Source: an optimization exercise on an open RTL-to-GDS flow (aim: a short achievable clock period and few clock cycles). Production flows keep margins and buffers that such runs may drop. In this exercise RTL edits were held to simulation tests only and were not proved equivalent to the original. Power is estimated from default activity; no workload was simulated.

// top
module top (
	input clk,     
	input rst_n,   
	output wire [31:0] imem_addr,
	input  wire [31:0] imem_rdata,
	output wire [31:0] dmem_addr,
	output wire [31:0] dmem_wdata,
	output wire        dmem_we,
	input  wire [31:0] dmem_rdata
);
reg  [29:0] pcF;                  
reg  [29:0] pcO;                  
reg  [31:0] irD;
reg  [29:0] pcD;
reg         predD;
reg         vD;
reg  [31:0] s1D, s2D;             
reg  [31:0] sxD;                  
reg  [4:0]  rxD;                  
reg         bzD;                  
reg         zpD;                  
reg  [31:0] aE, bE, sE;           
reg  [29:0] altE;
reg  [4:0]  rdE;
reg         wrE, lmE, brE, stE, ldE, eldE, mulE, predE;
reg         addE, subE, andE, orE, sltE, oneE;
reg  [2:0]  fa, ha, ga;           
reg  [2:0]  fb, hb, gb, kb;       
reg  [2:0]  fs;                   
reg  [31:0] resM, resMx;           
reg  [4:0]  rdM;
reg         wrM, ldM, mulM;
reg  [191:0] mulv;                
reg  [31:0] daddrM, dwdataM;
reg         dweM;
reg  [31:0] resW, resWx;           
reg  [4:0]  rdW;
reg         wrW;
reg  [31:0] rf [1:31];
reg  [31:1] zf;                   
reg  [31:1] of;                   
wire [31:0] insF = imem_rdata;
wire [29:0] pc1F;
wire [21:0] hiP1F, hiM1F;
wire [31:0] s1F, s2F;
pc_inc     u_pcinc (.pc(pcF), .pc1(pc1F), .hip1(hiP1F), .him1(hiM1F));
dec5       u_dec1  (.a(insF[19:15]), .y(s1F));
dec5       u_dec2  (.a(insF[24:20]), .y(s2F));
wire        r1zF = insF[19:15] == 5'd0;
wire        r2zF = insF[24:20] == 5'd0;
wire [4:0]  rxF  = r2zF ? insF[19:15] : insF[24:20];
wire        bzF  = (insF[6:0] == 7'b1100011) & (r1zF | r2zF);
wire [31:0] sxF;
dec5       u_decx  (.a(rxF), .y(sxF));
wire        zdD;                
wire        predF, cF, cO;
wire [7:0]  tloF, eloF, tloO, eloO;
wire        pc1c = &pcF[7:0];
fetch_pred u_fpred (.ins(insF), .zd(zdD), .rd(irD[11:7]), .pred(predF));
  ...
Settings: LEC_CHECK=0, CAP_MARGIN=20, CORE_MARGIN=2, CORE_UTILIZATION=51, CTS_CLUSTER_DIAMETER=150, CTS_CLUSTER_SIZE=20, PLACE_DENSITY=0.67, SLEW_MARGIN=20, SYNTH_HIERARCHICAL=1; clock period 13.0 ns.
standard.sh (not shown) runs the stock make flow with config.mk's settings and CLKGATE_MAP_FILE= SYNTH_SCRIPT=/design/flow/synth_recipe.tcl, a recipe that flattens the netlist after the stock synthesis.
==> flow/flow/run.sh <==
#!/bin/bash
# The standard layout (standard.sh) with three changes to how it is made:
# the port buffers are buf_8 cells; after placement each output port's buffer
# is moved next to the flip-flop driving it (the long wire to the pin is then
# driven by the buffer); and the setup repair aims for slack beyond the clock
# period so that the achieved period shrinks.
set -euo pipefail
ARGS=(SETUP_SLACK_MARGIN=9.45 "BUFFER_PORTS_ARGS=-buffer_cell sky130_fd_sc_hd__buf_8")
bash standard.sh "${ARGS[@]}" place > standard_place.log 2>&1
RES_DIR=orfs/results/sky130hd/top/base openroad -no_init -exit flow/move_run.tcl > move_outbuf.log 2>&1
bash standard.sh "${ARGS[@]}" > standard_finish.log 2>&1
==> flow/flow/move_outbuf.tcl <==
# Move each output port's buffer next to the flip-flop that drives it, then
# legalize: the long wire to the pin is then driven by the buffer.
set block [ord::get_db_block]
set n 0
foreach term [$block getBTerms] {
  if { [$term getIoType] != "OUTPUT" } { continue }
  set net [$term getNet]
  foreach it [$net getITerms] {
    if { ![$it isOutputSignal] } { continue }
    set buf [$it getInst]
    foreach bit [$buf getITerms] {
      if { ![$bit isInputSignal] } { continue }
      set inet [$bit getNet]
      if { $inet == "NULL" } { continue }
      foreach dit [$inet getITerms] {
        if { ![$dit isOutputSignal] } { continue }
        set drv [$dit getInst]
        set loc [$drv getLocation]
        $buf setLocation [lindex $loc 0] [lindex $loc 1]
        incr n
      }
    }
  }
}
puts "moved $n output buffers"
==> flow/flow/move_run.tcl <==
# after placement: move each output port's buffer next to the flip-flop
# that drives it (see move_outbuf.tcl), legalize, and write the placement back
set r $::env(RES_DIR)
read_db $r/3_place.odb
source [file dirname [info script]]/move_outbuf.tcl
detailed_placement
check_placement
write_db $r/3_place.odb
The baseline went through all stages and came out clean.
Testbench counts at the start, summed over its fixed seeds: cycles 19,925.
Then changed:
- CORE_UTILIZATION: 51 -> 48
- PLACE_DENSITY: 0.67 -> 0.65
Combinational power goes up by about 7%.
Total power goes up by about 5%.
Flip-flop and latch count stays the same.
Worst setup slack improved by 19 ps.
Sequential power hardly moves.

* * *

== trial 33 ==
top again, from the RTL that the note above started with.
Settings: LEC_CHECK=0, CAP_MARGIN=20, CORE_MARGIN=2, CORE_UTILIZATION=44, CTS_CLUSTER_DIAMETER=150, CTS_CLUSTER_SIZE=20, PLACE_DENSITY=0.62, SLEW_MARGIN=20, SYNTH_HIERARCHICAL=1; clock period 13.0 ns.
Scripts as last shown in full above: flow/flow/run.sh, flow/flow/move_outbuf.tcl, flow/flow/move_run.tcl
Every stage of trial 33 finished as expected; the final checks, on the other hand, flagged antenna violations, which means the layout fails.
Testbench counts of trial 33, summed over its fixed seeds: cycles 19,925.
The following lists how trial 44 was set up differently from trial 33:
Settings: PLACE_DENSITY now 0.7, was 0.62; CORE_UTILIZATION now 55, was 44.
Findings:
Trial 44 completed; timing, DRC and antenna clean. The run showing the greater non-clock buffer count is trial 44. Looking at depth of the critical timing path with buffers and inverters included, trial 44 sits 3 lower than trial 33 does. From trial 33 to trial 44 the numbers moved as follows: share of power burned in the clock network decreased 0.7 points, total power of the final layout moved up, layout clock buffer count up 8.

==> re-timing with driven ports <==
Ports are ideal in the flow. The routed layouts listed here were re-timed in OpenROAD.
Step 1, drivers: a clkbuf_16 drives clk and a buf_2 each remaining input, both assumed.
Step 2 moves the port delays by t, midway between the first and last clock arrival at a register: inputs arrive t later, outputs are due t later. That takes back most of the time a late clock gives input paths.
a / b / c = ideal / step 1 / step 2; a / b = the first two.
run | shift t [ns] | setup WS [ns] | worst setup path at the end | slew at the worst register clock pin (ns) | worst slew at a driven data input, ns
the first run of note 1 | 0.926 | 8.962 / 8.884 / 8.094 | input to register | 0.11 / 0.11 | 0.27
the second run of note 1 | 0.914 | 8.981 / 8.880 / 8.127 | input to register | 0.11 / 0.11 | 0.32
trial 33 | 0.925 | 8.928 / 8.894 / 7.994 | input to register | 0.11 / 0.11 | 0.29
trial 44 | 0.925 | 8.955 / 8.892 / 8.056 | input to register | 0.11 / 0.11 | 0.29
The setup slack of trial 33, which loses most, moves by -0.034 ns with the drivers and by -0.934 ns with both steps.
